This design comes from an exercise in tuning for small area on the open sky130 flow, not from production work. The RTL was checked by simulation tests, not by an equivalence proof against the original design. Power and IR drop assume default switching activity.

## flow/design.v (module list and top-level ports; edited modules follow where they fit)
// module lagtester_video: 1421 lines
module lagtester_video(
    input  wire        clock,
    input  wire        reset,
    input  wire [7:0]  config_data,
    input  wire [79:0] bcdcount,
    output wire [9:0]  tmds_red,
    output wire [9:0]  tmds_green,
    output wire [9:0]  tmds_blue,
    output wire        starttrigger
);
  // ...
==> flow/run.sh <==
#!/bin/bash
# synth_recipe.tcl (not shown) runs the flow's synth.tcl, then flattens the netlist and writes it again
# the make line also repeats each setting of config.mk as NAME=value (left out here)
make -C /OpenROAD-flow-scripts/flow DESIGN_CONFIG=/design/flow/config.mk WORK_HOME=/design/flow/orfs CLKGATE_MAP_FILE= SYNTH_SCRIPT=/design/flow/synth_recipe.tcl finish
==> flow/config.mk <==
export PLATFORM = sky130hd
export DESIGN_NAME = lagtester_video
export DESIGN_NICKNAME = lagtester_video
export VERILOG_FILES = /design/flow/design.v
export SDC_FILE = /design/flow/constraint.sdc
export NUM_CORES = 4
export LEC_CHECK = 0
export CAP_MARGIN = 20
export CORE_MARGIN = 2
export CORE_UTILIZATION = 40
export SLEW_MARGIN = 20
==> flow/constraint.sdc <==
create_clock -name core_clock -period 6.7 [get_ports {clock}]
set_input_delay 1.3400 -clock core_clock [delete_from_list [all_inputs] [get_ports {clock}]]
set_output_delay 1.3400 -clock core_clock [all_outputs]
set_load 0.01 [all_outputs]
==> qor.csv, run 1 <==
metric,value,unit
first-error,ERROR: TCL interpreter returned an error: Source files actually used in the design:,
yosys_warnings,1,
failing_step,synthesis,
outcome,aborted with a tool error,
==> run 2: changes to the inputs <==
--- a/flow/config.mk
+++ b/flow/config.mk
@@ -9,3 +9,4 @@
 export CORE_MARGIN = 2
 export CORE_UTILIZATION = 40
 export SLEW_MARGIN = 20
+export SYNTH_MEMORY_MAX_BITS = 16384
==> run 2 against run 1 <==
  * Now fails the layout checks on setup timing
==> qor.csv, run 2 <==
metric,value,unit,change
crit_fanout,10,,
hp-start,hs1,,
io_buffers,120,,
cts_buffer_depth,2,,
grtUsageTotal,31.62,%,
cpPeakStageDelay,0.53,ns,
rsz0062_at_grt,true,,
cts_tree,yes,,
tns,-1.701,ns,
synth_flop_cell,edfxtp_1,,
drt_iter0_drc,2320,,
synth_edf_count,88,,
synth_seq_area_share,20.72,%,
timing.rr.end,pix3,,
netlist.area_leader.share,15.43,%,
worstSetupStartpointType,register,,
die_x,222.7,um,
cts.sinks,154,,
synth_area,19130,sq um,
cp_slowest_cell,or4_4,,
largest_reg_flops,80,,
power_frac_clock,16.0,%,
synthArstFlopShare,0,%,
power.density,254.4,nW/um^2,
hold_path_class,reg -> reg,,
max_freq,0.1190,GHz,
drt-wirelength-per-cell,22.17,um,
grt_pass1_vias,20924,,
viasPerCell,6.008,,
drv_cap,0,,
reg2reg_depth,40,,
cts_buffers,17,,
synth_seq_cells,154,,
worst_slew_pin_slew,1.104,ns,
maxSlewHeadroom,25.62,%,
antenna_cells,0,,
largest-register,dg,,
hold_viol,0,,
antenna_found_initial,0,,
num_rows,80,,
syn_avg_cell_area,7.853,sq um,
worstPathArrival,8.77,ns,
vias,21431,,
syn_inst,2436,,
drtPass1Iterations,6,,
synth.net_count,2770,,
final_cells,3567,,
drt_wl_total,79080,um,
yosys_warnings,1,,unchanged
drc_errors,0,,
setup_viol,1,,
htreeDepth,4,,
ioPinCount,121,,
yosysMostFrequentCell,ha_1,,
drt.antenna.violating_nets,0,,
crit_required,7.07,ns,
seqPwrFrac,17.4,%,
dpl.hpwl,63930,um,
p_sw_share,45.64,%,
finish.instance_area,25150,sq um,
worstReg2RegStart,mode_pp[0],,
outcome,finished with violations,,
rrSetupSlack,-1.70,ns,
gr-total-overflow,0,,
clock_skew,0.01449,ns,
dpl_cell_area,24260,sq um,
start_util,40.32,%,
clk_pin_slew,0.08,ns,
yosys-top-cells-count,"236 x ha_1, 225 x nor2_1, 199 x nand2_1",,
cp-end-kind,register,,
placed_cells,3522,,
dieHeight,222.7,um,
peakVddDrop,0.3181,mV,
final_cell_mix,"494 x buf_4, 234 x ha_1, 221 x nor2_1",,
synth_area_leaders,"ha_1 15%, edfxtp_1 14%, dfxtp_1 6.9%",,
p_leak,10.96,nW,
yosys.area.top_type,ha_1,,
netSwitchingPower,2.919,mW,
worstSetupPathType,reg -> reg,,
min_to,hs2,,
p_int,3.477,mW,
grt_pass1_wl,122500,um,
dieArea,49590,sq um,
final_common_cell,buf_4,,
clock_latency,0.48,ns,
check.faults,setup timing,,
min_delay_path_depth,0,,
core-area,47450,sq um,
reg_top3,"dg (80), cx (12), cy (11)",,
gp_congestion,1.004,,
combinationalPowerShare,66.6,%,
syn2layout_area_growth,31.44,%,
min_period,8.401,ns,
min_period_over_period,125.4,%,
yosysUniqueCellTypes,103,,
layout.nets,3273,,
grt_max_degree,34,,
fin_ws,-1.701,ns,
slew_viol_final,0,,
root_buffer,clkbuf_16,,
drive_gt1_share,22.19,%,
-- run 2: timing repair --
| item | 4_1_cts | 5_1_grt |
|---|---|---|
| resized for setup | 8 | 40 |
| cloned | 0 | 0 |
| hold buffers | 0 | 0 |
| setup endpoints to repair | 1 | 1 |
| pin swaps | 3 | 17 |
| hold endpoints to repair | 0 | 0 |
| setup buffers | 1 | 12 |
-- run 2: worst max-delay path: cells and delay by family, from the launching register on --
family,cells,cell delay [ns]
adder cells (fa/ha/maj),3,0.82
flip-flops,1,0.33
XOR/XNOR,1,0.15
AO/OA/AOI/OAI,19,3.55
AND/OR/NAND/NOR,11,2.67
buffers and inverters,6,0.77
-- run 2: per-stage QoR --
step	hold slack (ns)	worst slack (ns)	utilization, %	power (mW)
after floorplan	0.3096	-1.284	-	3.332
after global placement	0.3118	-1.670	51.13	5.154
after detailed placement	0.3235	-1.800	51.13	5.130
after CTS	0.3424	-1.627	52.50	6.181
after global routing	0.3421	-2.105	53.00	6.759
final	0.3369	-1.701	53.00	6.396
-- run 2: power groups by stage --
stage / Combinational, mW / Clock (mW) / Sequential [mW]
after global routing: 4.57 / 1.07 / 1.12
after CTS: 4.03 / 1.03 / 1.11
after global placement: 4.02 / 0 / 1.14
final: 4.26 / 1.02 / 1.12
after detailed placement: 3.99 / 0 / 1.14
after floorplan: 2.24 / 0 / 1.09
-- run 2: cells by family (layout without fill, tap and decap cells) --
| kind of cell | after synthesis | in the layout | share of synthesized area (%) |
|---|---|---|---|
| simple gates | 879 | 879 | 22.68 |
| compound gates | 759 | 759 | 26.38 |
| buf+inv | 251 | 767 | 5.808 |
| fa+ha+maj | 244 | 244 | 16.27 |
| flops | 154 | 154 | 20.72 |
| xor+xnor | 100 | 100 | 4.578 |
| mux | 49 | 49 | 3.564 |
-- run 2: cell type report --
type	instances	area (sq um)
repair buffers	619	4992
clock buffers	17	425.4
inverters	116	447.9
clock inverters	15	181.4
flip-flops and latches	154	3966
fillers	4565	22300
multi-input cells	2031	14360
well taps	615	769.5
-- run 2: worst max-delay path by stage --
stage	start	end	slack [ns]	cells past startpoint
6_report	mode_pp[0]	pix3	-1.70	40
3_5_place_dp	mode_pp[0]	pix3	-1.80	39
3_3_place_gp	mode_pp[0]	pix3	-1.67	43
5_1_grt	mode_pp[0]	pix3	-2.10	44
2_1_floorplan	mode_pp[0]	pix3	-1.28	44
4_1_cts	mode_pp[0]	pix3	-1.63	45
-- run 2: metal layers --
layer | wire length [um] | GRT usage [%] | vias up
met2 | 35840 | 51.16 | 974
met3 | 5177 | 3.756 | 190
met1 | 35150 | 43.20 | 10188
li1 | - | - | 10079
met4 | 2921 | 11.78 | 0
met5 | 0 | 0 | -

what the ideal ports hide:
In the flow no input, the clock included, has a driving cell. The finished layout below was timed again as built, in two steps. Step 1: set_driving_cell puts a clkbuf_16 on clock and a buf_2 on each other input, an assumption about the parent block. Step 2 adds t to the input delays and takes it off the output delays; t is the mean of the earliest and latest rising clock arrival at the registers after step 1. Input paths then give back, and output paths get back, about the clock's delay inside the block. a / b / c = ideal ports / drivers / drivers and shift; a / b = the first two.
run: run 2
shift t [ns]: 0.528
setup slack, ns: -1.701 / -1.701 / -1.701
hold WS [ns]: 0.337 / 0.337 / 0.337
For run 2, drivers alone change the setup slack by 0.000 ns; drivers and shift together by 0.000 ns.
